This design comes from an exercise in tuning for small area on the open sky130 flow, not from production work.
Where RTL was checked, it was by simulation tests only, not by an equivalence proof against the original.
For runs 1 and 3, only the layout was checked, not whether the RTL still works.
Power figures rest on the tool's default switching activity, not on a simulated workload.

==> config.mk <==
export PLATFORM = sky130hd
export DESIGN_NAME = top
export DESIGN_NICKNAME = top
export VERILOG_FILES = /design/flow/design.v
export SDC_FILE = /design/flow/constraint.sdc
export NUM_CORES = 4
export LEC_CHECK = 0
export CAP_MARGIN = 20
export CORE_MARGIN = 2
export CORE_UTILIZATION = 40
export SLEW_MARGIN = 20
==> constraint.sdc <==
create_clock -name core_clock -period 10.0 [get_ports {CLK}]
set_input_delay 2.0000 -clock core_clock [delete_from_list [all_inputs] [get_ports {CLK}]]
set_output_delay 2.0000 -clock core_clock [all_outputs]
set_load 0.01 [all_outputs]
==> design.v <==
`default_nettype none
module top(
           input  CLK,
           input  RST,
           input  BTN1,
           input  BTN2,
           input  BTN3,
           output LED1,
           output LED2,
           output LED3,
           output LED4,
           output LED5,
           output LEDR_N,
           output LEDG_N,
           output P1A1,
           output P1A2,
           output P1A3,
           output P1A4,
           output P1A7,
           output P1A8,
           output P1A9,
           output P1A10
           );
   wire p1, r1, p2, r2, p3, r3;
   debounce db1(.clk(CLK), .rst(RST), .pin(BTN1), .press(p1), .release_(r1));
   debounce db2(.clk(CLK), .rst(RST), .pin(BTN2), .press(p2), .release_(r2));
   debounce db3(.clk(CLK), .rst(RST), .pin(BTN3), .press(p3), .release_(r3));
   reg [1:0] radix, radix_nx;
   reg       ovr_radix, ovr_radix_nx;    
   reg       hz, hz_nx;                  
   reg       fi_active, fi_active_nx;
   reg       bu_active, bu_active_nx;
   always @(*) begin
      radix_nx = radix;
      ovr_radix_nx = ovr_radix;
      hz_nx = hz;
      fi_active_nx = fi_active;
      bu_active_nx = bu_active;
      if (p1) radix_nx = radix + 1;
      if (p2 | p3) ovr_radix_nx = 0;
      else if (p1) ovr_radix_nx = 1;
      if (r3) hz_nx = 0;
      else if (p3) hz_nx = 1;
      else if (r2) hz_nx = 0;
      else if (p2) hz_nx = 1;
      else if (r1) hz_nx = 0;
      else if (p1) hz_nx = 1;
      if (p2) fi_active_nx = ~fi_active;
      if (p3) bu_active_nx = ~bu_active;
      if (RST) begin
         radix_nx = 0; ovr_radix_nx = 0; hz_nx = 0; fi_active_nx = 0; bu_active_nx = 0;
      end
   end
   always @(posedge CLK) begin
      radix <= radix_nx;
      ovr_radix <= ovr_radix_nx;
      hz <= hz_nx;
      fi_active <= fi_active_nx;
      bu_active <= bu_active_nx;
   end
   reg [3:0] fc;
   reg [8:0] msec;
   reg [3:0] tens, ones, tens_nx, ones_nx;
   reg       overflow, overflow_nx;
   reg [8:0] msec_nx;
   reg [3:0] fc_nx;
   wire      tick = (fc == 4'd15);
   wire      msec_zero = (msec == 0);
   wire      inc = (fc == 4'd11) && (msec == 9'd89);
   reg [3:0] max;
   always @(*)
     case (radix)
       2'd0: max = 4'd9;
       2'd1: max = 4'd7;
       2'd2: max = 4'd15;
       2'd3: max = 4'd1;
     endcase
   always @(*) begin
      if (tick)
        fc_nx = 4'd11;
      else if (fc == 4'd0)
        fc_nx = 4'd15;
      else
        fc_nx = fc - 1;
      tens_nx = tens;
      ones_nx = ones;
      msec_nx = msec;
      overflow_nx = overflow;
      if (tick) begin
         if (hz) begin
            tens_nx = 0;
            ones_nx = 0;
            msec_nx = 0;
         end
         else if (!msec_zero) begin
            msec_nx = {msec[7:0], ~(msec[8] ^ msec[4])};
            overflow_nx = 0;
         end
         else begin
            msec_nx = 9'd89;
            if (ones == max) begin
               ones_nx = 0;
               if (tens == max) begin
                  tens_nx = 0;
                  overflow_nx = 1;
               end
               else
                 tens_nx = tens + 1;
            end
            else
              ones_nx = ones + 1;
         end
      end
      if (RST) begin
         fc_nx = 0; tens_nx = 0; ones_nx = 0; msec_nx = 0; overflow_nx = 0;
      end
   end
   always @(posedge CLK) begin
      fc <= fc_nx;
      msec <= msec_nx;
      tens <= tens_nx;
      ones <= ones_nx;
      overflow <= overflow_nx;
   end
   reg [1:0] fs, fs_nx;
   reg [2:0] bs, bs_nx;
   wire      fi = (fs == 2'd3);
   wire      bu = (bs == 3'd5);
   always @(*) begin
      fs_nx = fs;
      bs_nx = bs;
      if (RST | hz | overflow) begin
         fs_nx = 0; bs_nx = 0;
      end
      else if (inc) begin
         fs_nx = (fs == 2'd3) ? 2'd1 : fs + 1;
         bs_nx = (bs == 3'd5) ? 3'd1 : bs + 1;
      end
   end
   always @(posedge CLK) begin
      fs <= fs_nx;
      bs <= bs_nx;
   end
   wire      any_press = p1 | p2 | p3;
   wire      any_release = r1 | r2 | r3;
   reg       counting;
   reg       center_led;
   reg       ring_f, ring_b;
   reg [14:0] d;    
   wire      dur_nz = |d;
   wire      sat = (d == 15'h7f01);
   wire [14:0] fwd = {d[13:0], ~(d[14] ^ d[13])};
   wire [14:0] bwd = {~(d[0] ^ d[14]), d[14:1]};
   always @(posedge CLK) begin
      if (RST) begin
         counting <= 0; center_led <= 0; ring_f <= 0; ring_b <= 0; d <= 0;
      end
      else begin
         if (any_release) counting <= 0;
         else if (any_press) counting <= 1;
         center_led <= counting;
         if (counting) begin
            ring_f <= 0; ring_b <= 0;
            if (!sat)
              d <= fwd;
            else if (any_press)
              d <= 0;
         end
         else begin
            ring_f <= dur_nz | fi;
            ring_b <= dur_nz | bu;
            if (dur_nz)
              d <= bwd;
         end
      end
   end
   assign LED1 = center_led;
   assign LED2 = ring_f;
   assign LED3 = ring_f;
   assign LED4 = ring_b;
   assign LED5 = ring_b;
   assign LEDR_N = ~bu_active;
   assign LEDG_N = ~fi_active;
   localparam [4:0] C_BLANK = 5'd16, C_O = 5'd17, C_H = 5'd18, C_I = 5'd19, C_U = 5'd20;
   localparam [4:0] C_D = 5'd13, C_B = 5'd11, C_F = 5'd15, C_8 = 5'd8;
   wire       dfi = fi_active & fi;
   wire       dbu = bu_active & bu;
   wire       bright = dfi | dbu;
   wire [2:0] override = ovr_radix ? {1'b0, radix} + 3'd1 : 3'd0;
   wire [2:0] all_ovrd = (dfi & dbu) ? 3'd7 : dfi ? 3'd5 : dbu ? 3'd6 : override;
   wire       ena_nx = hz_nx | (fi_active_nx & (fs_nx == 2'd3)) | (bu_active_nx & (bs_nx == 3'd5));
   wire       blank_nx = (tens_nx == 0) && (radix_nx == 2'd0);
   reg [10:0] dc;
   wire [3:0] st = dc[3:0];
   wire       blinker = (dc[10] | dc[9]) & bright;
   wire       right = st[3] ^ st[2];
   wire       load_sym = (st == 4'd15) || (st == 4'd2) || (st == 4'd7) || (st == 4'd10);
   reg [4:0]  ovr_sym;
   always @(*)
     if (!right)
       case (all_ovrd)
         3'd0: ovr_sym = C_BLANK;
         3'd1: ovr_sym = C_D;
         3'd2: ovr_sym = C_O;
         3'd3: ovr_sym = C_H;
         3'd4: ovr_sym = C_B;
         3'd5: ovr_sym = C_F;
         3'd6: ovr_sym = C_B;
         3'd7: ovr_sym = C_F;
       endcase
     else
       case (all_ovrd)
         3'd5: ovr_sym = C_I;
         3'd6: ovr_sym = C_U;
         3'd7: ovr_sym = C_B;
         default: ovr_sym = C_BLANK;
       endcase
   wire [4:0] sym_nx = ena_nx ? ovr_sym :
                       (!right && blank_nx) ? C_BLANK :
                       {1'b0, right ? ones : tens};
   reg [4:0]  sym;
   always @(posedge CLK)
     if (RST)
       sym <= C_BLANK;
     else if (load_sym)
       sym <= sym_nx;
   reg [4:0]  shown;
   reg        dsel;
   always @(posedge CLK) begin
      if (RST) begin
         dc <= 0; shown <= C_8; dsel <= 0;
      end
      else begin
         dc <= dc + 1;
         case (st)
           4'd0: dsel <= 0;
           4'd1, 4'd9: shown <= blinker ? C_BLANK : sym;
           4'd4, 4'd12: shown <= (~bright | blinker) ? C_BLANK : sym;
           4'd7, 4'd15: shown <= C_BLANK;
           4'd8: dsel <= 1;
           default: ;
         endcase
      end
   end
   wire [31:0] hot = 32'd1 << shown;
   wire [6:0]  seg;
   assign seg[0] = |(hot & 32'h0000d7ed);
   assign seg[1] = |(hot & 32'h0000279f);
   assign seg[2] = |(hot & 32'h00162ffb);
   assign seg[3] = |(hot & 32'h00127b6d);
   assign seg[4] = |(hot & 32'h001efd45);
   assign seg[5] = |(hot & 32'h0004df71);
   assign seg[6] = |(hot & 32'h0006ef7c);
   assign {P1A10, P1A9, P1A8, P1A7, P1A4, P1A3, P1A2, P1A1} = {dsel, ~seg};
endmodule  
module debounce(input clk, input rst, input pin, output press, output release_);
   reg       is_down, was_down;
   reg [6:0] cnt;
   wire      low0 = (cnt[5:1] == 0);
   wire      idle = low0 & ~cnt[6] & ~cnt[0];
   wire      first = low0 & ~cnt[6] & cnt[0];
   wire      last = low0 & cnt[6] & ~cnt[0];
   wire      fb = (cnt[6] ^ cnt[5]) & ~last | idle & (is_down ^ was_down);
   always @(posedge clk)
     if (rst) begin
        is_down <= 0; was_down <= 0; cnt <= 0;
     end
     else begin
        was_down <= is_down;
        if (idle) is_down <= pin;
        cnt <= {cnt[5:0], fb};
     end
   assign press = first & was_down;
   assign release_ = first & ~was_down;
endmodule  
==> flow/run.sh <==
#!/bin/bash
# Layout flow: the standard synthesis, then an area-oriented re-mapping of
# its combinational logic (flip-flops untouched), then the standard ORFS
# steps with small port buffers and a clock tree of small buffers.
set -uo pipefail
R=orfs/results/${FLOW_PLATFORM}/top/base
LIB=$FLOW_HOME/platforms/sky130hd/lib/sky130_fd_sc_hd__tt_025C_1v80.lib

bash standard.sh synth > synth.log 2>&1 || exit 1
cp $R/1_2_yosys.v std_netlist.v

# Cells the platform does not allow.
DU=""
for c in $(sed -n '/^export DONT_USE_CELLS/,/^$/p' $FLOW_HOME/platforms/sky130hd/config.mk | tr -d '\\' | grep -o 'sky130_fd_sc_hd__[a-z0-9_]*'); do
  DU="$DU -dont_use $c"
done

yosys -p "read_liberty -ignore_miss_func $LIB; blackbox sky130_fd_sc_hd__dfxtp_1; read_verilog std_netlist.v; hierarchy -top top; flatten; opt_clean; abc -liberty $LIB $DU -script flow/area.abc; opt_clean -purge; stat -liberty $LIB; write_verilog -noattr resyn_netlist.v" > resyn.log 2>&1
ok=$?
if [ $ok -eq 0 ]; then
  # Prove the re-mapped netlist equal to the standard one (registers matched by name).
  yosys -p "read_liberty -ignore_miss_func $LIB; read_verilog std_netlist.v; rename top gold; read_verilog resyn_netlist.v; rename top gate; flatten; opt_clean; equiv_make gold gate equiv; hierarchy -top equiv; equiv_simple; equiv_induct; equiv_status -assert" > equiv.log 2>&1
  ok=$?
fi
if [ $ok -eq 0 ] && [ "$(grep -c 'sky130_fd_sc_hd__df' std_netlist.v)" = "$(grep -c 'sky130_fd_sc_hd__df' resyn_netlist.v)" ]; then
  echo "using re-mapped netlist" > netlist_choice.txt
  cp resyn_netlist.v $R/1_2_yosys.v
  rm -f $R/1_synth.odb $R/1_synth.sdc
else
  echo "using standard netlist" > netlist_choice.txt
fi

export BUFFER_PORTS_ARGS="-buffer_cell sky130_fd_sc_hd__buf_1"
export CTS_ARGS="-sink_clustering_enable -repair_clock_nets -dont_use_dummy_load -buf_list sky130_fd_sc_hd__clkbuf_8"
bash standard.sh > flow.log 2>&1
==> flow/area.abc <==
&get -n
&st
&dch
&nf -R 1000
&put
strash
&get -n
&dch
&nf -R 1000
&put
strash
&get -n
&dch
&nf -R 1000
&put
==> standard.sh <==
#!/bin/bash
# synth_recipe.tcl (not shown) runs the flow's synth.tcl, then flattens the netlist and writes it again
# the make line also repeats each setting of config.mk as NAME=value (left out here)
make -C /OpenROAD-flow-scripts/flow DESIGN_CONFIG=/design/flow/config.mk WORK_HOME=/design/flow/orfs CLKGATE_MAP_FILE= SYNTH_SCRIPT=/design/flow/synth_recipe.tcl "${@:-finish}"
==> summary.txt, run 1 <==
Run status
  – Status: no timing/DRC/antenna violations

Setup path
  – RR Endpoint: sym[1]
  – CP Cell Sequence: clkbuf_2 -> buf_4 -> nor2_1 -> nor2_1 -> nor3_1 -> nor3_1 -> a31o_1 -> nor2_1 -> a211oi_1 -> nor3_1
  – Startpoint class of the critical path: input pin
  – Crit path max-delay family: simple AND/OR/NAND/NOR gates
  – Critical path class: input pin to flip-flop
  – Reg2reg path depth: 13
  – Reg2reg start: radix[0]
  – CP Max Fanout: between 60 and 70
  – Arrival @ worst endpoint: approximately 4.3 ns
  – Crit path capture type: flip-flop
  – Worst path required time: roughly 10 ns
  – Slowest CP cell: buf_4
  – Worst path max stage delay: 0.53 ns
  – R2r setup slk: a little over 7 ns
  – CP bufs+invs: 2

Synthesis
  – Post-Synthesis Cells: 492
  – Syn Std Cell Area: 4210 sq um
  – Post-Synthesis Net Count: 497
  – Mean Syn Cell Area: 8.56 sq um
  – Synth warn: 2

Job
  – Max-Cap Viols: 0

Power
  – Flop pwr share: 0.607
  – Power, Total: 0.000727 W
  – Sw Pwr: 0.000188 W
  – Gate power share: 0.121
  – Pleak: about 1.7 nW
  – P per Cell Area: 158 nW/um^2
  – Int Power: between 0.0005 and 0.0006 W
  – Switching Share: 0.259
  – Clock share of power: 0.272
  – Maximum VDD drop: 0.0906 mV

Place
  – Gpl congestion: 0.787
  – Detailed placement HPWL: around 5600 um
  – Placed cell area: 4470 sq um
  – IO buf count: 19

GRT
  – First-pass GRT wire length: 13800 um
  – GRT Total Usage: 0.145
  – Largest net degree at the start of global routing: 70
  – Initial antenna violation count: 0
  – Gr ovfl total: 0
  – Vias in the first global route: 3087

Clock network
  – Depth of the CTS H-tree: 3
  – Post-CTS Setup Bufs: 0
  – CTS buffer count: 9
  – Post-CTS Resized: 0
  – Clk sinks: around 100
  – CTS tree: built
  – Worst-path clk slew: 0.07 ns
  – Worst-skew pair later-pin latency: 0.35 ns
  – Clock root buffer master: clkbuf_8
  – Clk buf depth: 2
  – Cts hold-fix bufs: 0

Cells and area
  – Most common cell after layout, fill and taps aside: dfxtp_1
  – Most frequent cells in the layout: 101 x dfxtp_1, 74 x nor2_1, 42 x a21oi_1, 40 x nor3_1, 39 x nand2_1
  – Design Area, Final: 4590 sq um
  – Final #Nets: between 500 and 600
  – Synthesis-to-layout area growth: 9.06%
  – Post-layout util: 0.447
  – ANT cells: 0
  – # fillers: 1038
  – Share of post-route cells with drive strength above 1: 0.0230

Die
  – DIE HEIGHT: 107 um
  – # rows: 37
  – Core box area: 10300 sq um
  – Top Ports: 20
  – Die Wd: 107 um
  – Die Area: 11400 sq um
  – Starting Density: 0.410

STA
  – Setup violators final: 0
  – Hold Slack: 0.459 ns
  – Worst-Margin Slew: 0.860 ns
  – Tmin final: 4.10 ns
  – Final period utilization: 0.410
  – Clock Skew: 0.0204 ns
  – Final Hold Vio Count: 0
  – Peak Freq: around 0.24 GHz
  – Final slew viol count: 0
  – Final TNS setup: 0 ns
  – RSZ-0062 raised after global routing: no
  – Slew HR: 0.425

Routing
  – Drt first pass iters: 4
  – Vias: 3461
  – Vias/cell: 5.26
  – Wirelength per Cell: ~12 um
  – Final ANT Viol Nets: 0
  – Routed wire length: about 8000 um
  – Drt initial violations: ~190
  – # DRC: 0

Min path
  – Hold Path End: sym[4]
  – Hold path depth: 1
  – Worst hold-check path type: flip-flop to flip-flop
  – Hold Crit Start: sym[4]
## per-stage QoR
stage               setup WS (ns)  cells
finish                       5.90    658
global route                 5.65    658
CTS                          5.90    658
detailed placement           5.54    649
global placement             5.65    649
floorplan                    6.48    492
## final cells by class
cell class | count | area, sq um | area share
multi-input cells | 383 | 2160 | 0.470
inverters | 8 | 30.0 | 0.00654
well taps | 136 | 170 | 0.0370
repair buffers | 21 | 87.6 | 0.0191
flip-flops and latches | 101 | 2020 | 0.440
clock buffers | 9 | 124 | 0.0270
## power groups by stage
stage | sequential [W] | combinational [W] | clock (W)
2_1_floorplan | 0.000446 | 0.0000666 | 0
3_3_place_gp | 0.000451 | 0.0000868 | 0
3_5_place_dp | 0.000451 | 0.0000878 | 0
4_1_cts | 0.000442 | 0.0000884 | 0.000207
5_1_grt | 0.000445 | 0.0000998 | 0.000221
6_report | 0.000441 | 0.0000879 | 0.000198
## how the worst max path moves through the flow
stage	slack (ns)	endpoint	depth (start not counted)	startpoint
after floorplan	6.48	sym[4]	7	RST
after global placement	5.65	sym[2]	10	RST
after CTS	5.90	sym[2]	10	RST
after global routing	5.65	sym[0]	10	RST
after detailed placement	5.54	sym[2]	10	RST
final	5.90	sym[2]	10	RST
## routing by layer
metal,global-route usage,up-vias,part of all wire
met5,0,-,0
met4,0.0399,0,0.013
met3,0.0383,9,0.032
met2,0.234,45,0.44
met1,0.193,1572,0.51
li1,-,1835,-
## flip-flops by register name, summed over array words and instances, names as in the netlist, 5 cells and up
signal   cells
sym          5
db3.cnt      7
msec         9
d           15
shown        5
db1.cnt      7
db2.cnt      7
dc          11
==> run 2: changes to the inputs <==
--- a/design.v
+++ b/design.v
@@ -143,17 +143,19 @@
    end
    wire      any_press = p1 | p2 | p3;
    wire      any_release = r1 | r2 | r3;
+   localparam [14:0] Z = 15'h7f7e;
    reg       counting;
    reg       center_led;
    reg       ring_f, ring_b;
-   reg [14:0] d;    
-   wire      dur_nz = |d;
-   wire      sat = (d == 15'h7f01);
-   wire [14:0] fwd = {d[13:0], ~(d[14] ^ d[13])};
-   wire [14:0] bwd = {~(d[0] ^ d[14]), d[14:1]};
-   always @(posedge CLK) begin
-      if (RST) begin
-         counting <= 0; center_led <= 0; ring_f <= 0; ring_b <= 0; d <= 0;
+   reg [14:0] d;
+   wire      low_ones = &d[13:0];
+   wire      sat = low_ones & d[14];
+   wire      dur_nz = (d != Z);
+   wire [14:0] fwd = {d[13:0], ~(d[14] ^ d[13]) | low_ones};
+   wire [14:0] bwd = {~(d[0] ^ d[14]) & ~sat, d[14:1]};
+   always @(posedge CLK) begin
+      if (RST) begin
+         counting <= 0; center_led <= 0; ring_f <= 0; ring_b <= 0; d <= Z;
       end
       else begin
          if (any_release) counting <= 0;
@@ -161,16 +163,12 @@
          center_led <= counting;
          if (counting) begin
             ring_f <= 0; ring_b <= 0;
-            if (!sat)
-              d <= fwd;
-            else if (any_press)
-              d <= 0;
+            d <= (sat & any_press) ? Z : fwd;
          end
          else begin
             ring_f <= dur_nz | fi;
             ring_b <= dur_nz | bu;
-            if (dur_nz)
-              d <= bwd;
+            d <= dur_nz ? bwd : Z;
          end
       end
    end
@@ -225,19 +223,16 @@
      else if (load_sym)
        sym <= sym_nx;
    reg [4:0]  shown;
-   reg        dsel;
-   always @(posedge CLK) begin
-      if (RST) begin
-         dc <= 0; shown <= C_8; dsel <= 0;
+   always @(posedge CLK) begin
+      if (RST) begin
+         dc <= 0; shown <= C_8;
       end
       else begin
          dc <= dc + 1;
          case (st)
-           4'd0: dsel <= 0;
            4'd1, 4'd9: shown <= blinker ? C_BLANK : sym;
            4'd4, 4'd12: shown <= (~bright | blinker) ? C_BLANK : sym;
            4'd7, 4'd15: shown <= C_BLANK;
-           4'd8: dsel <= 1;
            default: ;
          endcase
       end
@@ -251,6 +246,7 @@
    assign seg[4] = |(hot & 32'h001efd45);
    assign seg[5] = |(hot & 32'h0004df71);
    assign seg[6] = |(hot & 32'h0006ef7c);
+   wire       dsel = (st[3] & (st[2:0] != 0)) | ((st == 0) & shown[4]);
    assign {P1A10, P1A9, P1A8, P1A7, P1A4, P1A3, P1A2, P1A1} = {dsel, ~seg};
 endmodule  
 module debounce(input clk, input rst, input pin, output press, output release_);
==> run 2 against run 1 <==
Compared with the run above: critical path type unchanged; global-route usage grew 0.95 points; register-to-register slack got worse by 0.49 ns; clock skew rose by 0.00094 ns; sequential cell count shrank 1.
==> summary.txt, run 2 <==
Run status
  – Status: no timing/DRC/antenna violations (unchanged)

Die
  – DIE HEIGHT: 114 um (was 107 um)
  – Starting Density: 0.405 (was 0.410)
  – # rows: 40 (was 37)
  – Core box area: 11900 sq um (was 10300 sq um)
  – Die Area: 13000 sq um (was 11400 sq um)
  – Die Wd: 114 um (was 107 um)
  – Top Ports: 20 (unchanged)

STA
  – Setup violators final: 0 (unchanged)
  – Final TNS setup: 0 ns (unchanged)
  – Final Hold Vio Count: 0 (unchanged)
  – Slew HR: 0.469 (was 0.425)
  – Final slew viol count: 0 (unchanged)
  – RSZ-0062 raised after global routing: no (unchanged)
  – Peak Freq: 0.239 GHz (was 0.244 GHz)
  – Worst-Margin Slew: 0.790 ns (was 0.860 ns)
  – Clock Skew: 0.0213 ns (was 0.0204 ns)
  – Tmin final: 4.19 ns (was 4.10 ns)
  – Final period utilization: 0.419 (was 0.410)

Synthesis
  – Mean Syn Cell Area: 8.57 sq um (was 8.56 sq um)
  – Top cells by count, synth: 100 x dfxtp_1, 68 x nor2_1, 38 x nand2_1
  – Syn Std Cell Area: 4820 sq um (was 4210 sq um)
  – Async set-or-reset flop fraction in the synthesized netlist: 0
  – Synth warn: 2 (unchanged)
  – Distinct cells, synth: 63
  – Synth Register Bits: 100
  – Synth Flop Type: dfxtp_1
  – Most numerous cell in the Yosys netlist: dfxtp_1
  – Post-Synthesis Cells: 563 (was 492)
  – Post-synth EDFFs: 0
  – Sequential share of the synthesized area: 0.415
  – Post-Synthesis Net Count: 589 (was 497)
  – Synth top area cells: dfxtp_1 41%, ha_1 5.4%, nor2_1 5.3%
  – Largest area contributor in the netlist: dfxtp_1
  – Yosys top cell area share: 0.415

GRT
  – GRT Total Usage: 0.155 (was 0.145)
  – Met3 usage: 0.0202 (was 0.0383)
  – Vias in the first global route: 3572 (was 3087)
  – Met1 usage in global routing: 0.205 (was 0.193)
  – Largest net degree at the start of global routing: 69 (was 70)
  – First-pass GRT wire length: 16500 um (was 13800 um)
  – Met2 Usage GRT: 0.251 (was 0.234)
  – Gr ovfl total: 0 (unchanged)
  – Initial antenna violation count: 0 (unchanged)
  – Gr busiest metal: met2 (unchanged)

Setup path
  – RR Endpoint: sym[3] (was sym[1])
  – Startpoint class of the critical path: input pin (unchanged)
  – Reg2reg start: radix[0] (unchanged)
  – R2r setup slk: 6.55 ns (was 7.04 ns)
  – Crit path capture type: flip-flop (unchanged)
  – CP Max Fanout: 68 (was 69)
  – Reg2reg path depth: 9 (was 13)
  – Worst path required time: 10.25 ns (was 10.20 ns)
  – Arrival @ worst endpoint: 4.43 ns (was 4.30 ns)
  – Critical path class: input pin to flip-flop (unchanged)

Routing
  – Drt first pass iters: 6 (was 4)
  – # DRC: 0 (unchanged)
  – Drt initial violations: 177 (was 189)
  – Routed wire length: 9520 um (was 8000 um)
  – Final ANT Viol Nets: 0 (unchanged)
  – Vias/cell: 5.43 (was 5.26)
  – Vias: 3867 (was 3461)
  – Wirelength per Cell: 13.4 um (was 12.2 um)

Cells and area
  – Final #Nets: 593 (was 529)
  – Registers with the most flip-flops: d (15), dc (11), msec (9) (unchanged)
  – Max reg flops: 15 (unchanged)
  – Largest register by flop count: d (unchanged)
  – Most frequent cells in the layout: 100 x dfxtp_1, 68 x nor2_1, 38 x nand2_1, 35 x a21oi_1, 29 x nor2b_1 (was 101 x dfxtp_1, 74 x nor2_1, 42 x a21oi_1, 40 x nor3_1, 39 x nand2_1)
  – # fillers: 1209 (was 1038)
  – Synthesis-to-layout area growth: 5.78% (was 9.06%)
  – Most common cell after layout, fill and taps aside: dfxtp_1 (unchanged)
  – Design Area, Final: 5100 sq um (was 4590 sq um)
  – ANT cells: 0 (unchanged)
  – Share of post-route cells with drive strength above 1: 0.0425 (was 0.0230)
  – Post-layout util: 0.428 (was 0.447)

Place
  – IO buf count: 19 (unchanged)
  – Gpl congestion: 0.815 (was 0.787)
  – Detailed placement HPWL: 6830 um (was 5610 um)
  – Placed cell area: 4980 sq um (was 4470 sq um)

Power
  – Power, Total: 0.000756 W (was 0.000727 W)
  – P per Cell Area: 148 nW/um^2 (was 158 nW/um^2)
  – Maximum VDD drop: 0.0735 mV (was 0.0906 mV)
  – Pleak: 1.98 nW (was 1.69 nW)

Min path
  – Hold Crit Start: db3.cnt[1] (was sym[4])
  – Worst hold-check path type: flip-flop to flip-flop (unchanged)
  – Hold path depth: 1 (unchanged)
  – Hold Path End: db3.cnt[2] (was sym[4])

Clock network
  – Worst-skew pair later-pin latency: 0.37 ns (was 0.35 ns)
  – CTS buffer count: 9 (unchanged)
  – Depth of the CTS H-tree: 3 (unchanged)
  – CTS tree: built (unchanged)
  – Worst-path clk slew: 0.10 ns (was 0.07 ns)
  – Clk buf depth: 2 (unchanged)
  – Post-CTS Setup Bufs: 0 (unchanged)
  – Clk sinks: 100 (was 101)
  – Post-CTS Resized: 0 (unchanged)
  – Clock root buffer master: clkbuf_8 (unchanged)
  – Cts hold-fix bufs: 0 (unchanged)

Job
  – Max-Cap Viols: 0 (unchanged)
## run 2: logic make-up (layout without fill, tap and decap cells)
family,Yosys count,in the layout,share of synthesized area
multiplexers,12,12,0.0262
AO/OA/AOI/OAI,131,131,0.183
flip-flops,100,100,0.415
adder cells (fa/ha/maj),21,21,0.0545
AND/OR/NAND/NOR,229,229,0.246
XOR/XNOR,18,18,0.0327
buffers and inverters,52,54,0.0420
## run 2: worst max-delay path, stage by stage
cell and delay [ns]:
clkbuf_2 0.08, buf_4 0.53, a41oi_1 0.24, and3b_1 0.26, nor4b_1 0.15, a311oi_1 0.26, or4b_4 0.52, and3_1 0.18
o221a_1 0.21
## run 2: final cells by class
cell class | instances | area [sq um] | area share
Inverter | 25 | 93.8 | 0.0184
Tap cell | 147 | 184 | 0.0360
Sequential cell | 100 | 2000 | 0.392
Multi-Input combinational cell | 411 | 2620 | 0.513
Timing Repair Buffer | 20 | 80.1 | 0.0157
Clock buffer | 9 | 124 | 0.0243
## run 2: stage by stage
| step | setup slack [ns] | instances | hold slack, ns |
|---|---|---|---|
| global route | 5.61 | 712 | 0.463 |
| detailed placement | 5.42 | 703 | 0.457 |
| finish | 5.81 | 712 | 0.452 |
| floorplan | 6.33 | 563 | 0.430 |
| CTS | 5.81 | 712 | 0.458 |
| global placement | 5.50 | 703 | 0.447 |
## run 2: how the worst max path moves through the flow
stage	slack (ns)	startpoint	to
6_report	5.81	RST	sym[3]
2_1_floorplan	6.33	RST	sym[4]
5_1_grt	5.61	RST	sym[0]
3_3_place_gp	5.50	RST	sym[1]
3_5_place_dp	5.42	RST	sym[3]
4_1_cts	5.81	RST	sym[3]
## run 2: per-layer routing
layer | vias to the layer above | share of wire
li1 | 2014 | -
met1 | 1796 | 0.50
met2 | 43 | 0.46
met3 | 14 | 0.022
met4 | 0 | 0.018
met5 | - | 0
## run 2: power breakdown
group / switching (W) / total, W / internal [W] / leakage [nW]
Sequential: 0.0000276 / 0.000448 / 0.000420 / 0.814
Combinational: 0.0000608 / 0.000108 / 0.0000471 / 1.10
Clock: 0.000120 / 0.000200 / 0.0000809 / 0.0647
==> run 3: changes to the inputs <==
--- a/design.v
+++ b/design.v
@@ -67,12 +67,15 @@
    wire      tick = (fc == 4'd15);
    wire      msec_zero = (msec == 0);
    wire      inc = (fc == 4'd11) && (msec == 9'd89);
+   function [3:0] dnext(input [3:0] v);
+      dnext = {v[2:0], v[3] ^ v[2] ^ (v[2:0] == 3'd0)};
+   endfunction
    reg [3:0] max;
    always @(*)
      case (radix)
-       2'd0: max = 4'd9;
-       2'd1: max = 4'd7;
-       2'd2: max = 4'd15;
+       2'd0: max = 4'd5;
+       2'd1: max = 4'd13;
+       2'd2: max = 4'd8;
        2'd3: max = 4'd1;
      endcase
    always @(*) begin
@@ -105,10 +108,10 @@
                   overflow_nx = 1;
                end
                else
-                 tens_nx = tens + 1;
+                 tens_nx = dnext(tens);
             end
             else
-              ones_nx = ones + 1;
+              ones_nx = dnext(ones);
          end
       end
       if (RST) begin
@@ -180,7 +183,7 @@
    assign LEDR_N = ~bu_active;
    assign LEDG_N = ~fi_active;
    localparam [4:0] C_BLANK = 5'd16, C_O = 5'd17, C_H = 5'd18, C_I = 5'd19, C_U = 5'd20;
-   localparam [4:0] C_D = 5'd13, C_B = 5'd11, C_F = 5'd15, C_8 = 5'd8;
+   localparam [4:0] C_D = 5'd14, C_B = 5'd7, C_F = 5'd8, C_8 = 5'd10;
    wire       dfi = fi_active & fi;
    wire       dbu = bu_active & bu;
    wire       bright = dfi | dbu;
@@ -239,13 +242,13 @@
    end
    wire [31:0] hot = 32'd1 << shown;
    wire [6:0]  seg;
-   assign seg[0] = |(hot & 32'h0000d7ed);
-   assign seg[1] = |(hot & 32'h0000279f);
-   assign seg[2] = |(hot & 32'h00162ffb);
-   assign seg[3] = |(hot & 32'h00127b6d);
-   assign seg[4] = |(hot & 32'h001efd45);
-   assign seg[5] = |(hot & 32'h0004df71);
-   assign seg[6] = |(hot & 32'h0006ef7c);
+   assign seg[0] = |(hot & 32'h0000bd7d);
+   assign seg[1] = |(hot & 32'h00006e37);
+   assign seg[2] = |(hot & 32'h00166efb);
+   assign seg[3] = |(hot & 32'h0012d4fd);
+   assign seg[4] = |(hot & 32'h001eddc5);
+   assign seg[5] = |(hot & 32'h00049fe9);
+   assign seg[6] = |(hot & 32'h00065ffc);
    wire       dsel = (st[3] & (st[2:0] != 0)) | ((st == 0) & shown[4]);
    assign {P1A10, P1A9, P1A8, P1A7, P1A4, P1A3, P1A2, P1A1} = {dsel, ~seg};
 endmodule  
==> flow/run.sh (replaced) <==
#!/bin/bash
# Layout flow: the standard synthesis; then the combinational logic between
# its flip-flops is re-mapped for area by ABC (flip-flops untouched, several
# scripts tried, each result proven equal to the standard netlist, the
# smallest kept); then the standard ORFS steps, with small port buffers and
# a clock tree of clkbuf_8 without dummy loads.
set -uo pipefail
R=orfs/results/${FLOW_PLATFORM}/top/base
LIB=$FLOW_HOME/platforms/sky130hd/lib/sky130_fd_sc_hd__tt_025C_1v80.lib

bash standard.sh synth > synth.log 2>&1 || exit 1
cp $R/1_2_yosys.v std_netlist.v

DU=""
for c in $(sed -n '/^export DONT_USE_CELLS/,/^$/p' $FLOW_HOME/platforms/sky130hd/config.mk | tr -d '\\' | grep -o 'sky130_fd_sc_hd__[a-z0-9_]*'); do
  DU="$DU -dont_use $c"
done

python3 flow/cutff.py std_netlist.v cut_std.v > cut_std.log 2>&1

remap() {   # remap NAME: flow/s_NAME.abc -> remap_NAME.v, prints its area if proven equal
  local n=$1
  yosys -p "read_liberty -ignore_miss_func $LIB; blackbox sky130_fd_sc_hd__dfxtp_1; read_verilog std_netlist.v; hierarchy -top top; flatten; opt_clean; abc -liberty $LIB $DU -script flow/s_$n.abc; opt_clean -purge; tee -o area_$n.txt stat -liberty $LIB; write_verilog -noattr remap_$n.v" > remap_$n.log 2>&1 || return
  python3 flow/cutff.py remap_$n.v cut_$n.v > cut_$n.log 2>&1 || return
  yosys -p "read_liberty -ignore_miss_func $LIB; read_verilog cut_std.v; rename top gold; read_verilog cut_$n.v; rename top gate; flatten; opt_clean; miter -equiv -flatten -make_outputs gold gate miter; hierarchy -top miter; sat -verify -prove trigger 0 miter" > equiv_$n.log 2>&1 || return
  [ "$(grep -c 'sky130_fd_sc_hd__df' std_netlist.v)" = "$(grep -c 'sky130_fd_sc_hd__df' remap_$n.v)" ] || return
  echo "$(grep 'Chip area' area_$n.txt | awk '{print $NF}') $n" > ok_$n.txt
}

for n in c4 deep1 deep2 deep3; do remap $n & done
wait
cat ok_*.txt 2>/dev/null | sort -g > candidates.txt
best=$(head -1 candidates.txt | awk '{print $2}')
if [ -n "$best" ]; then
  echo "using remap_$best.v" > netlist_choice.txt
  cp remap_$best.v $R/1_2_yosys.v
  rm -f $R/1_synth.odb $R/1_synth.sdc
else
  echo "using the standard netlist" > netlist_choice.txt
fi

export BUFFER_PORTS_ARGS="-buffer_cell sky130_fd_sc_hd__buf_1"
export CTS_ARGS="-sink_clustering_enable -repair_clock_nets -dont_use_dummy_load -buf_list sky130_fd_sc_hd__clkbuf_8"
bash standard.sh > flow.log 2>&1
==> flow/cutff.py (new file) <==
#!/usr/bin/env python3
"""Cut every flip-flop out of a flat gate-level netlist: its Q net becomes a
primary input and its D net a primary output, both named after the
flip-flop instance, so two netlists with the same flip-flops can be compared
as combinational logic."""
import re, sys

src = open(sys.argv[1]).read()
inst_re = re.compile(r'^\s*(sky130_fd_sc_hd__df\w+)\s+(\\\S+|\w+)\s*\((.*?)\);\s*$', re.S | re.M)
pin_re = re.compile(r'\.(\w+)\(\s*(.*?)\s*\)\s*(?:,|$)', re.S)
ports, assigns, names = [], [], []
def cut(m):
    cell, name, body = m.group(1), m.group(2), m.group(3)
    pins = {p: n.strip() for p, n in pin_re.findall(body)}
    k = 'ff_' + re.sub(r'[^A-Za-z0-9_]', '_', name) + '_%d' % len(names)
    names.append(name)
    for p, n in sorted(pins.items()):
        if p in ('CLK',):
            continue
        if p.startswith('Q'):
            ports.append('  input %s_%s;' % (k, p))
            assigns.append('  assign %s = %s_%s;' % (n if n.startswith('\\') is False else n + ' ', k, p))
        else:
            ports.append('  output %s_%s;' % (k, p))
            assigns.append('  assign %s_%s = %s;' % (k, p, n if not n.startswith('\\') else n + ' '))
    return ''
# keep flip-flop order stable: sort by instance name
items = sorted(inst_re.finditer(src), key=lambda m: m.group(2))
order = {m.group(2): i for i, m in enumerate(items)}
names_sorted = [m.group(2) for m in items]
src2 = inst_re.sub(lambda m: '', src)
for m in items:
    cut(m)
# add the new ports to the module header and declarations
hdr = re.search(r'module\s+(\w+)\s*\((.*?)\);', src2, re.S)
newports = [p.split()[-1].rstrip(';') for p in ports]
src2 = src2[:hdr.end(2)] + ', ' + ', '.join(newports) + src2[hdr.end(2):]
pos = src2.index(';', src2.index('module')) + 1
src2 = src2[:pos] + '\n' + '\n'.join(ports) + '\n' + src2[pos:]
end = src2.rindex('endmodule')
src2 = src2[:end] + '\n'.join(assigns) + '\n' + src2[end:]
open(sys.argv[2], 'w').write(src2)
print(len(names), 'flip-flops cut')
==> flow/s_c4.abc (new file) <==
&get -n
&st
&dch
&nf -R 1000
&put
strash
&get -n
&dch
&nf -R 1000
&put
strash
&get -n
&dch
&nf -R 1000
&put
==> flow/s_deep1.abc (new file) <==
&get -n
&st
&deepsyn -T 150 -S 1
&dch
&nf -R 1000
&put
strash
&get -n
&dch
&nf -R 1000
&put
==> flow/s_deep2.abc (new file) <==
&get -n
&st
&deepsyn -T 150 -S 2
&dch
&nf -R 1000
&put
strash
&get -n
&dch
&nf -R 1000
&put
==> flow/s_deep3.abc (new file) <==
&get -n
&st
&deepsyn -T 150 -S 3
&dch
&nf -R 1000
&put
strash
&get -n
&dch
&nf -R 1000
&put
removed: flow/area.abc
==> run 3 against run 2 <==
Compared with the run above: count of clock-buffer cells in the layout stayed put; synthesized cell count down 25%; die area fell by 18%; global-route usage fell by 0.51 points; via count down 20%; critical endpoint is now sym[2]; largest cell class is now sequential cells.
==> summary.txt, run 3 <==
Die
  – Top Ports: 20 (unchanged)
  – DIE HEIGHT: 103 um (was 114 um)
  – Starting Density: 0.408 (was 0.405)
  – Die Wd: 103 um (was 114 um)
  – Core box area: 9640 sq um (was 11900 sq um)
  – # rows: 36 (was 40)
  – Die Area: 10600 sq um (was 13000 sq um)

Setup path
  – WP depth: 12 (was 9)
  – Arrival @ worst endpoint: 5.63 ns (was 4.43 ns)
  – RR Endpoint: sym[2] (was sym[3])
  – Most used cell, CP: nor2_1
  – Worst path required time: 10.23 ns (was 10.25 ns)
  – Worst path max stage delay: 0.91 ns (was 0.53 ns)
  – Crit path capture type: flip-flop (unchanged)
  – Startpoint class of the critical path: input pin (unchanged)
  – Critical path class: input pin to flip-flop (unchanged)
  – Slowest CP cell: nor3_1 (was buf_4)
  – CP bufs+invs: 2 (unchanged)
  – Reg2reg start: fc[0] (was radix[0])
  – Crit path max-delay family: simple AND/OR/NAND/NOR gates (unchanged)
  – CP Max Fanout: 61 (was 68)
  – Reg2reg path depth: 11 (was 9)
  – R2r setup slk: 6.16 ns (was 6.55 ns)
  – CP Cell Sequence: clkbuf_2 -> buf_4 -> nor3_1 -> nand2b_1 -> nor2_1 -> nor2_1 -> a22o_1 -> or4_1 -> o21ai_0 -> nor2_1 -> a222oi_1 -> nand2_1 (was clkbuf_2 -> buf_4 -> a41oi_1 -> and3b_1 -> nor4b_1 -> a311oi_1 -> or4b_4 -> and3_1 -> o221a_1)

Routing
  – Vias: 3105 (was 3867)
  – Final ANT Viol Nets: 0 (unchanged)
  – Vias/cell: 5.29 (was 5.43)
  – Drt first pass iters: 4 (was 6)
  – Drt initial violations: 100 (was 177)
  – Routed wire length: 7630 um (was 9520 um)
  – Wirelength per Cell: 13.0 um (was 13.4 um)
  – # DRC: 0 (unchanged)

GRT
  – First-pass GRT wire length: 12600 um (was 16500 um)
  – Initial antenna violation count: 0 (unchanged)
  – GRT Total Usage: 0.150 (was 0.155)
  – Vias in the first global route: 2830 (was 3572)
  – Gr ovfl total: 0 (unchanged)
  – Largest net degree at the start of global routing: 62 (was 69)

Cells and area
  – Largest register by flop count: d (unchanged)
  – Max reg flops: 15 (unchanged)
  – Final #Nets: 461 (was 593)
  – Most frequent cells in the layout: 100 x dfxtp_1, 39 x nor2_1, 37 x nand2_1, 34 x nor2b_1, 28 x a21oi_1 (was 100 x dfxtp_1, 68 x nor2_1, 38 x nand2_1, 35 x a21oi_1, 29 x nor2b_1)
  – Share of post-route cells with drive strength above 1: 0.0242 (was 0.0425)
  – ANT cells: 0 (unchanged)
  – Most common cell after layout, fill and taps aside: dfxtp_1 (unchanged)
  – Register area: 2000 sq um (unchanged)
  – Registers with the most flip-flops: d (15), dc (11), msec (9) (unchanged)
  – Synthesis-to-layout area growth: 9.43% (was 5.78%)
  – Design Area, Final: 4300 sq um (was 5100 sq um)
  – # fillers: 1028 (was 1209)
  – Post-layout util: 0.446 (was 0.428)
  – Non-Filler Instances: 587 (was 712)
  – Multi-input gate area: 1890 sq um (was 2620 sq um)

Clock network
  – Post-CTS Setup Bufs: 0 (unchanged)
  – Worst-skew pair later-pin latency: 0.36 ns (was 0.37 ns)
  – Depth of the CTS H-tree: 3 (unchanged)
  – CTS buffer count: 9 (unchanged)
  – Clk buf depth: 2 (unchanged)
  – CTS tree: built (unchanged)
  – Clk sinks: 100 (unchanged)
  – Worst-path clk slew: 0.06 ns (was 0.10 ns)
  – Post-CTS Resized: 0 (unchanged)
  – Cts hold-fix bufs: 0 (unchanged)
  – Clock root buffer master: clkbuf_8 (unchanged)

Job
  – Max-Cap Viols: 0 (unchanged)

Run status
  – Status: no timing/DRC/antenna violations (unchanged)

Min path
  – Hold path depth: 2 (was 1)
  – Hold Crit Start: sym[4] (was db3.cnt[1])
  – Worst hold-check path type: flip-flop to flip-flop (unchanged)
  – Hold Path End: sym[4] (was db3.cnt[2])

Place
  – Dpl cells: 578 (was 703)
  – Detailed placement HPWL: 5350 um (was 6830 um)
  – IO buf count: 19 (unchanged)
  – Placed cell area: 4180 sq um (was 4980 sq um)
  – Gpl congestion: 0.774 (was 0.815)

Power
  – Pleak: 1.62 nW (was 1.98 nW)
  – Maximum VDD drop: 0.112 mV (was 0.0735 mV)
  – P per Cell Area: 198 nW/um^2 (was 148 nW/um^2)

Synthesis
  – Syn Std Cell Area: 3930 sq um (was 4820 sq um)
  – Post-Synthesis Cells: 425 (was 563)
  – Post-Synthesis Net Count: 430 (was 589)
  – Mean Syn Cell Area: 9.24 sq um (was 8.57 sq um)
  – Synth warn: 2 (unchanged)

STA
  – Final TNS setup: 0 ns (unchanged)
  – Hold Slack: 0.452 ns (about the same)
  – Final Hold Vio Count: 0 (unchanged)
  – RSZ-0062 raised after global routing: no (unchanged)
  – Worst-Margin Slew: 1.03 ns (was 0.790 ns)
  – Clock Skew: 0.0244 ns (was 0.0213 ns)
  – Setup violators final: 0 (unchanged)
  – Tmin final: 5.40 ns (was 4.19 ns)
  – Final slew viol count: 0 (unchanged)
  – Peak Freq: 0.185 GHz (was 0.239 GHz)
  – Slew HR: 0.306 (was 0.469)
  – Final period utilization: 0.540 (was 0.419)
run 3: worst reg2reg max path: cells and delay by family, from the launching register on:
family,cells,cell delay (ns)
DFF,1,0.44
AOI/OAI and AO/OA,3,0.83
and+or+nand+nor,8,2.45
run 3: worst max path at each step:
stage | to | slack [ns] | from
final | sym[2] | 4.60 | RST
after global routing | sym[2] | 4.17 | RST
after CTS | sym[2] | 4.60 | RST
after detailed placement | sym[2] | 4.22 | RST
after global placement | sym[2] | 4.36 | RST
after floorplan | sym[0] | 5.17 | RST
run 3: area by class of cell:
cell class              instances  area share
repair buffers                 20      0.0186
well taps                     133      0.0387
flip-flops and latches        100       0.466
clock buffers                   9      0.0288
inverters                      11     0.00960
multi-input cells             314       0.439
run 3: metrics by stage:
stage | power, W | setup WS [ns]
after floorplan | 0.000614 | 5.17
after global routing | 0.000903 | 4.17
final | 0.000853 | 4.60
after CTS | 0.000863 | 4.60
after detailed placement | 0.000662 | 4.22
after global placement | 0.000657 | 4.36
run 3: layer usage:
layer  GRT usage  vias up  share of wire
met5           0        -              0
met4      0.0577        0          0.016
met3      0.0414       12          0.039
met2       0.239       55           0.45
met1       0.193     1422           0.50
li1            -     1616              -
run 3: power by group:
part,switching [W],total (W),internal (W),leakage (nW)
Clock,0.000119,0.000199,0.0000809,0.0647
Combinational,0.0000975,0.000172,0.0000747,0.741
Sequential,0.0000374,0.000481,0.000444,0.814
==> run 4: changes to the inputs <==
--- a/design.v
+++ b/design.v
@@ -182,8 +182,8 @@
    assign LED5 = ring_b;
    assign LEDR_N = ~bu_active;
    assign LEDG_N = ~fi_active;
-   localparam [4:0] C_BLANK = 5'd16, C_O = 5'd17, C_H = 5'd18, C_I = 5'd19, C_U = 5'd20;
-   localparam [4:0] C_D = 5'd14, C_B = 5'd7, C_F = 5'd8, C_8 = 5'd10;
+   localparam [4:0] C_BLANK = 5'b10000;
+   localparam [4:0] C_8 = 5'd10;
    wire       dfi = fi_active & fi;
    wire       dbu = bu_active & bu;
    wire       bright = dfi | dbu;
@@ -196,27 +196,7 @@
    wire       blinker = (dc[10] | dc[9]) & bright;
    wire       right = st[3] ^ st[2];
    wire       load_sym = (st == 4'd15) || (st == 4'd2) || (st == 4'd7) || (st == 4'd10);
-   reg [4:0]  ovr_sym;
-   always @(*)
-     if (!right)
-       case (all_ovrd)
-         3'd0: ovr_sym = C_BLANK;
-         3'd1: ovr_sym = C_D;
-         3'd2: ovr_sym = C_O;
-         3'd3: ovr_sym = C_H;
-         3'd4: ovr_sym = C_B;
-         3'd5: ovr_sym = C_F;
-         3'd6: ovr_sym = C_B;
-         3'd7: ovr_sym = C_F;
-       endcase
-     else
-       case (all_ovrd)
-         3'd5: ovr_sym = C_I;
-         3'd6: ovr_sym = C_U;
-         3'd7: ovr_sym = C_B;
-         default: ovr_sym = C_BLANK;
-       endcase
-   wire [4:0] sym_nx = ena_nx ? ovr_sym :
+   wire [4:0] sym_nx = ena_nx ? {1'b1, right, all_ovrd} :
                        (!right && blank_nx) ? C_BLANK :
                        {1'b0, right ? ones : tens};
    reg [4:0]  sym;
@@ -242,13 +222,13 @@
    end
    wire [31:0] hot = 32'd1 << shown;
    wire [6:0]  seg;
-   assign seg[0] = |(hot & 32'h0000bd7d);
-   assign seg[1] = |(hot & 32'h00006e37);
-   assign seg[2] = |(hot & 32'h00166efb);
-   assign seg[3] = |(hot & 32'h0012d4fd);
-   assign seg[4] = |(hot & 32'h001eddc5);
-   assign seg[5] = |(hot & 32'h00049fe9);
-   assign seg[6] = |(hot & 32'h00065ffc);
+   assign seg[0] = |(hot & 32'h00a0bd7d);
+   assign seg[1] = |(hot & 32'h00026e37);
+   assign seg[2] = |(hot & 32'hc05e6efb);
+   assign seg[3] = |(hot & 32'hc056d4fd);
+   assign seg[4] = |(hot & 32'he0feddc5);
+   assign seg[5] = |(hot & 32'h80f89fe9);
+   assign seg[6] = |(hot & 32'h80fe5ffc);
    wire       dsel = (st[3] & (st[2:0] != 0)) | ((st == 0) & shown[4]);
    assign {P1A10, P1A9, P1A8, P1A7, P1A4, P1A3, P1A2, P1A1} = {dsel, ~seg};
 endmodule  
--- a/config.mk
+++ b/config.mk
@@ -7,5 +7,6 @@
 export LEC_CHECK = 0
 export CAP_MARGIN = 20
 export CORE_MARGIN = 2
-export CORE_UTILIZATION = 40
+export CORE_UTILIZATION = 65
+export PLACE_DENSITY = 0.75
 export SLEW_MARGIN = 20
==> run 4 against run 3 <==
Compared with the run above: die area decreased by 38%; sequential power decreased by 6.7%; largest cell class unchanged; cell area decreased by 2.1%; count of clock-buffer cells in the layout unchanged; setup slack gained 0.17 ns; highest routed layer unchanged; non-clock buffer count unchanged; register-to-register slack gained 0.09 ns; first-iteration DRC count up 24%; global-route usage up 7.8 points; still clean; sequential share of layout area grew 1.0 points; synthesized area is 0.61% lower; critical endpoint is now sym[0].
==> summary.txt, run 4 <==
Clock network
  – CTS buffer count: 9 (unchanged)
  – Cts hold-fix bufs: 0 (unchanged)
  – Post-CTS Setup Bufs: 0 (unchanged)
  – Worst-path clk slew: 0.10 ns (was 0.06 ns)
  – CTS tree: built (unchanged)
  – Clk sinks: 100 (unchanged)
  – Post-CTS Resized: 0 (unchanged)
  – Depth of the CTS H-tree: 3 (unchanged)
  – Clk buf depth: 2 (unchanged)
  – Worst-skew pair later-pin latency: 0.37 ns (was 0.36 ns)
  – Clock root buffer master: clkbuf_8 (unchanged)

Cells and area
  – ANT cells: 0 (unchanged)
  – Registers with the most flip-flops: d (15), dc (11), msec (9) (unchanged)
  – Largest register by flop count: d (unchanged)
  – Most frequent cells in the layout: 100 x dfxtp_1, 43 x nor2_1, 34 x nor2b_1, 25 x a21oi_1 (was 100 x dfxtp_1, 39 x nor2_1, 37 x nand2_1, 34 x nor2b_1, 28 x a21oi_1)
  – Most common cell after layout, fill and taps aside: dfxtp_1 (unchanged)
  – Max reg flops: 15 (unchanged)
  – Final #Nets: 456 (was 461)
  – Share of post-route cells with drive strength above 1: 0.0267 (was 0.0242)
  – Post-layout util: 0.719 (was 0.446)
  – Synthesis-to-layout area growth: 7.75% (was 9.43%)
  – Non-Filler Instances: 524 (was 587)

Synthesis
  – Synth warn: 2 (unchanged)
  – Mean Syn Cell Area: 9.30 sq um (was 9.24 sq um)
  – Post-Synthesis Net Count: 425 (was 430)
  – Post-Synthesis Cells: 420 (was 425)
  – Syn Std Cell Area: 3900 sq um (was 3930 sq um)

Setup path
  – Startpoint class of the critical path: input pin (unchanged)
  – CP Max Fanout: 59 (was 61)
  – Critical path class: input pin to flip-flop (unchanged)
  – Worst Setup SP: RST (unchanged)
  – Most used cell, CP: and2_0 (was nor2_1)
  – Reg2reg start: radix[0] (was fc[0])
  – CP Cell Sequence: clkbuf_2 -> buf_4 -> nor3_2 -> nor2b_1 -> and2_0 -> nor2_1 -> a22o_1 -> or4_1 -> o21ai_0 -> nor3_1 -> and2_0 -> a221o_1 (was clkbuf_2 -> buf_4 -> nor3_1 -> nand2b_1 -> nor2_1 -> nor2_1 -> a22o_1 -> or4_1 -> o21ai_0 -> nor2_1 -> a222oi_1 -> nand2_1)
  – Arrival @ worst endpoint: 5.45 ns (was 5.63 ns)
  – CP bufs+invs: 2 (unchanged)
  – Slowest CP cell: nor3_2 (was nor3_1)
  – Crit path max-delay family: simple AND/OR/NAND/NOR gates (unchanged)
  – Crit path capture type: flip-flop (unchanged)
  – Worst path max stage delay: 0.60 ns (was 0.91 ns)
  – Worst path required time: 10.21 ns (was 10.23 ns)

STA
  – Final Hold Vio Count: 0 (unchanged)
  – Setup violators final: 0 (unchanged)
  – Tmin final: 5.24 ns (was 5.40 ns)
  – Clock Skew: 0.0403 ns (was 0.0244 ns)
  – Peak Freq: 0.191 GHz (was 0.185 GHz)
  – RSZ-0062 raised after global routing: no (unchanged)
  – Worst-Margin Slew: 0.919 ns (was 1.03 ns)
  – Final slew viol count: 0 (unchanged)
  – Final TNS setup: 0 ns (unchanged)
  – Slew HR: 0.382 (was 0.306)
  – Final period utilization: 0.524 (was 0.540)

Routing
  – Drt first pass iters: 5 (was 4)
  – Routed wire length: 7110 um (was 7630 um)
  – Vias: 3116 (was 3105)
  – # DRC: 0 (unchanged)
  – Final ANT Viol Nets: 0 (unchanged)
  – Drt initial violations: 124 (was 100)
  – Vias/cell: 5.95 (was 5.29)
  – Wirelength per Cell: 13.6 um (was 13.0 um)

Power
  – P per Cell Area: 177 nW/um^2 (was 198 nW/um^2)
  – Power, Total: 0.000747 W (was 0.000853 W)
  – Pleak: 1.59 nW (was 1.62 nW)
  – Maximum VDD drop: 0.131 mV (was 0.112 mV)

Run status
  – Status: no timing/DRC/antenna violations (unchanged)

GRT
  – Gr busiest metal: met2 (unchanged)
  – GRT Total Usage: 0.227 (was 0.150)
  – Met3 usage: 0.0637 (was 0.0414)
  – First-pass GRT wire length: 11800 um (was 12600 um)
  – Met2 Usage GRT: 0.375 (was 0.239)
  – Met1 usage in global routing: 0.296 (was 0.193)
  – Gr ovfl total: 0 (unchanged)
  – Largest net degree at the start of global routing: 60 (was 62)
  – Vias in the first global route: 2668 (was 2830)
  – Initial antenna violation count: 0 (unchanged)

Die
  – Die Wd: 81.5 um (was 103 um)
  – Top Ports: 20 (unchanged)
  – Core box area: 5850 sq um (was 9640 sq um)
  – DIE HEIGHT: 81.5 um (was 103 um)
  – Starting Density: 0.667 (was 0.408)
  – Die Area: 6640 sq um (was 10600 sq um)
  – # rows: 28 (was 36)

Place
  – Gpl congestion: 0.842 (was 0.774)
  – Dpl cells: 515 (was 578)
  – IO buf count: 19 (unchanged)
  – Detailed placement HPWL: 5030 um (was 5350 um)

Job
  – Max-Cap Viols: 0 (unchanged)

Min path
  – Worst hold-check path type: flip-flop to flip-flop (unchanged)
  – Hold Crit Start: db3.cnt[3] (was sym[4])
[run 4: worst paths after layout]
kind                      to  slack, ns  cells past startpoint
setup reg to reg      sym[0]       6.25                     12
setup / recovery      sym[0]       4.76                     12
hold reg to reg   db3.cnt[4]       0.44                      1
hold / removal    db3.cnt[4]       0.44                      1
[run 4: per-layer routing]
layer  share of wire  up-vias
li1                -     1606
met1            0.49     1453
met2            0.46       51
met3           0.036        6
met4          0.0096        0
met5               0        -
[run 4: cell type report]
cell class,instances,area [sq um]
inverter,13,48.8
clock buffer,9,124
timing repair buffer,20,80.1
fill,430,1640
multi-input combinational,307,1860
tap,75,93.8
sequential,100,2000
[run 4: worst reg2reg max path, stage by stage, from the launching register on]
cell,delay (ns)
dfxtp_1,0.44
clkinv_1,0.18
o21ai_0,0.24
a21oi_1,0.06
a2111oi_0,0.65
and2_0,0.29
nor2_1,0.11
a22o_1,0.25
or4_1,0.50
o21ai_0,0.23
nor3_1,0.11
and2_0,0.24
a221o_1,0.31
[run 4: through the flow]
step	setup slack [ns]	instance area [sq um]	hold WS [ns]
floorplan	5.08	3910	0.420
global placement	4.35	4080	0.432
detailed placement	4.15	4080	0.441
CTS	4.49	4200	0.444
global route	4.47	4210	0.447
finish	4.76	4210	0.442
[run 4: power breakdown]
part           leakage, nW  switching, W  total, W  internal [W]
clock               0.0647      0.000115  0.000196     0.0000809
combinational        0.709     0.0000569  0.000101     0.0000444
sequential           0.814     0.0000262  0.000449      0.000423
total                 1.59      0.000198  0.000747      0.000549
==> run 5: changes to the inputs <==
--- a/config.mk
+++ b/config.mk
@@ -7,6 +7,5 @@
 export LEC_CHECK = 0
 export CAP_MARGIN = 20
 export CORE_MARGIN = 2
-export CORE_UTILIZATION = 65
-export PLACE_DENSITY = 0.75
+export CORE_UTILIZATION = 40
 export SLEW_MARGIN = 20
==> run 5 against run 4 <==
Compared with the run above: via count is 0.96% lower; synthesized cell count did not move; clock power about the same; register-to-register slack gained 0.09 ns; sequential cell count unchanged; count of clock-buffer cells in the layout unchanged; worst hold slack better by 0.0091 ns; sequential power barely moved; cell count up 11%; largest cell class unchanged; highest routed layer unchanged.
==> summary.txt, run 5 <==
Run status
  – Status: no timing/DRC/antenna violations (unchanged)

Die
  – Top Ports: 20 (unchanged)
  – Die Area: 10600 sq um (was 6640 sq um)
  – DIE HEIGHT: 103 um (was 81.5 um)
  – # rows: 36 (was 28)
  – Starting Density: 0.405 (was 0.667)
  – Die Wd: 103 um (was 81.5 um)
  – Core box area: 9640 sq um (was 5850 sq um)

STA
  – Setup violators final: 0 (unchanged)
  – Worst-Margin Slew: 0.911 ns (was 0.919 ns)
  – Peak Freq: 0.207 GHz (was 0.191 GHz)
  – Tmin final: 4.82 ns (was 5.24 ns)
  – Clock Skew: 0.0209 ns (was 0.0403 ns)
  – Final period utilization: 0.482 (was 0.524)
  – RSZ-0062 raised after global routing: no (unchanged)
  – Slew HR: 0.387 (was 0.382)
  – Hold Slack: 0.451 ns (was 0.442 ns)
  – Final slew viol count: 0 (unchanged)
  – Final Hold Vio Count: 0 (unchanged)
  – Final TNS setup: 0 ns (unchanged)

Clock network
  – Cts hold-fix bufs: 0 (unchanged)
  – CTS buffer count: 9 (unchanged)
  – Depth of the CTS H-tree: 3 (unchanged)
  – CTS tree: built (unchanged)
  – Post-CTS Resized: 0 (unchanged)
  – Clock root buffer master: clkbuf_8 (unchanged)
  – Clk sinks: 100 (unchanged)
  – Post-CTS Setup Bufs: 0 (unchanged)
  – Worst-path clk slew: 0.08 ns (was 0.10 ns)
  – Worst-skew pair later-pin latency: 0.35 ns (was 0.37 ns)
  – Clk buf depth: 2 (unchanged)

Setup path
  – CP Cell Sequence: clkbuf_2 -> nor3_2 -> nor2b_1 -> and2_0 -> nor2_1 -> a22o_1 -> or4_1 -> o21ai_0 -> nor3_1 -> and2_0 -> a221o_1 (was clkbuf_2 -> buf_4 -> nor3_2 -> nor2b_1 -> and2_0 -> nor2_1 -> a22o_1 -> or4_1 -> o21ai_0 -> nor3_1 -> and2_0 -> a221o_1)
  – Critical path class: input pin to flip-flop (unchanged)
  – Slowest CP cell: nor3_2 (unchanged)
  – Worst path required time: 10.24 ns (was 10.21 ns)
  – Arrival @ worst endpoint: 5.06 ns (was 5.45 ns)
  – Startpoint class of the critical path: input pin (unchanged)
  – Worst path max stage delay: 0.55 ns (was 0.60 ns)
  – Crit path capture type: flip-flop (unchanged)
  – CP Max Fanout: 11 (was 59)
  – Most used cell, CP: and2_0 (unchanged)

Synthesis
  – Synth warn: 2 (unchanged)
  – Syn Std Cell Area: 3900 sq um (unchanged)
  – Post-Synthesis Net Count: 425 (unchanged)
  – Post-Synthesis Cells: 420 (unchanged)
  – Mean Syn Cell Area: 9.30 sq um (unchanged)

Cells and area
  – # fillers: 987 (was 430)
  – ANT cells: 0 (unchanged)
  – Most frequent cells in the layout: 100 x dfxtp_1, 43 x nor2_1, 34 x nor2b_1, 25 x a21oi_1 (unchanged)
  – Share of post-route cells with drive strength above 1: 0.0267 (unchanged)
  – Synthesis-to-layout area growth: 9.61% (was 7.75%)
  – Max reg flops: 15 (unchanged)
  – Largest register by flop count: d (unchanged)
  – Registers with the most flip-flops: d (15), dc (11), msec (9) (unchanged)
  – Most common cell after layout, fill and taps aside: dfxtp_1 (unchanged)
  – Non-Filler Instances: 582 (was 524)
  – Final #Nets: 456 (unchanged)

Routing
  – Wirelength per Cell: 12.8 um (was 13.6 um)
  – # DRC: 0 (unchanged)
  – Final ANT Viol Nets: 0 (unchanged)
  – Drt first pass iters: 4 (was 5)
  – Vias: 3086 (was 3116)
  – Vias/cell: 5.30 (was 5.95)
  – Drt initial violations: 70 (was 124)
  – Routed wire length: 7470 um (was 7110 um)

GRT
  – Largest net degree at the start of global routing: 59 (was 60)
  – GRT Total Usage: 0.152 (was 0.227)
  – Vias in the first global route: 2872 (was 2668)
  – First-pass GRT wire length: 12900 um (was 11800 um)
  – Initial antenna violation count: 0 (unchanged)
  – Gr ovfl total: 0 (unchanged)

Power
  – P per Cell Area: 175 nW/um^2 (was 177 nW/um^2)
  – Pleak: 1.59 nW (unchanged)
  – Maximum VDD drop: 0.106 mV (was 0.131 mV)

Min path
  – Worst hold-check path type: flip-flop to flip-flop (unchanged)

Place
  – Detailed placement HPWL: 5320 um (was 5030 um)
  – Dpl cells: 573 (was 515)
  – Gpl congestion: 0.829 (was 0.842)
  – IO buf count: 19 (unchanged)

Job
  – Max-Cap Viols: 0 (unchanged)
[run 5: layout make-up]
class	instances	area, sq um	share of cell area
sequential	100	2000	0.468
inverter	13	48.8	0.0114
clock buffer	9	124	0.0289
multi-input combinational	307	1860	0.434
tap	133	166	0.0389
timing repair buffer	20	80.1	0.0187
[run 5: per-stage QoR]
step	cell area (sq um)	power (W)	utilization	worst slack (ns)
2_1_floorplan	3910	0.000530	-	5.08
3_3_place_gp	4150	0.000559	0.431	4.57
3_5_place_dp	4150	0.000561	0.431	4.49
4_1_cts	4280	0.000757	0.444	4.87
5_1_grt	4280	0.000793	0.444	4.84
6_report	4280	0.000747	0.444	5.18
[run 5: final timing paths]
check        startpoint  endpoint  slack, ns  cells after the start
max                 RST    sym[0]       5.18                     11
min              dc[10]    dc[10]       0.45                      1
max reg2reg       fc[0]    sym[0]       6.34                     11
min reg2reg      dc[10]    dc[10]       0.45                      1
[run 5: layer usage]
layer	part of all wire	vias up	wire [um]	GRT usage
met5	0	-	0	0
met4	0.0096	0	72	0.0395
met3	0.044	7	328	0.0468
met2	0.46	47	3430	0.249
met1	0.49	1425	3630	0.197
li1	-	1607	-	-
[run 5: critical path, delay by kind of cell]
kind / cells / cell delay, ns
AOI/OAI and AO/OA: 3 / 0.77
buffers and inverters: 1 / 0.11
and+or+nand+nor: 7 / 2.20
[run 5: power breakdown]
group | internal, W | leakage (nW) | switching [W]
clock network | 0.0000809 | 0.0647 | 0.000115
logic | 0.0000444 | 0.709 | 0.0000574
registers | 0.000423 | 0.814 | 0.0000260

port drivers added, routing unchanged:
How much do the figures lean on ideal ports? The routed layouts below were timed once more, with nothing changed but the port constraints. Step 1 (the two cells are an assumption about what drives the block):
set clk [get_ports {CLK}]
set_driving_cell -lib_cell sky130_fd_sc_hd__clkbuf_16 $clk
set_driving_cell -lib_cell sky130_fd_sc_hd__buf_2 [delete_from_list [all_inputs] $clk]
Step 2 adds t to the input delays and takes it off the output delays; t is the mean of the earliest and latest rising clock arrival at the registers after step 1. Input paths then give back, and output paths get back, about the clock's delay inside the block. a / b / c = ideal / step 1 / step 2; a / b = the first two.
run	shift t [ns]	setup WS [ns]	clock arrival spread, ns	worst data-port slew with drivers (ns)	cell pins on the clock port's net
run 1	0.374	5.901 / 5.910 / 5.536	0.021 / 0.020	0.03	1
run 2	0.388	5.812 / 5.823 / 5.435	0.030 / 0.030	0.03	1
run 3	0.382	4.596 / 4.605 / 4.223	0.024 / 0.024	0.03	1
run 4	0.377	4.763 / 4.770 / 4.394	0.041 / 0.041	0.03	1
run 5	0.373	5.180 / 5.182 / 4.808	0.021 / 0.021	0.03	1
After both steps setup and hold are still met in every run listed. For run 2, which loses most, drivers alone change the setup slack by +0.011 ns; drivers and shift together by -0.377 ns.
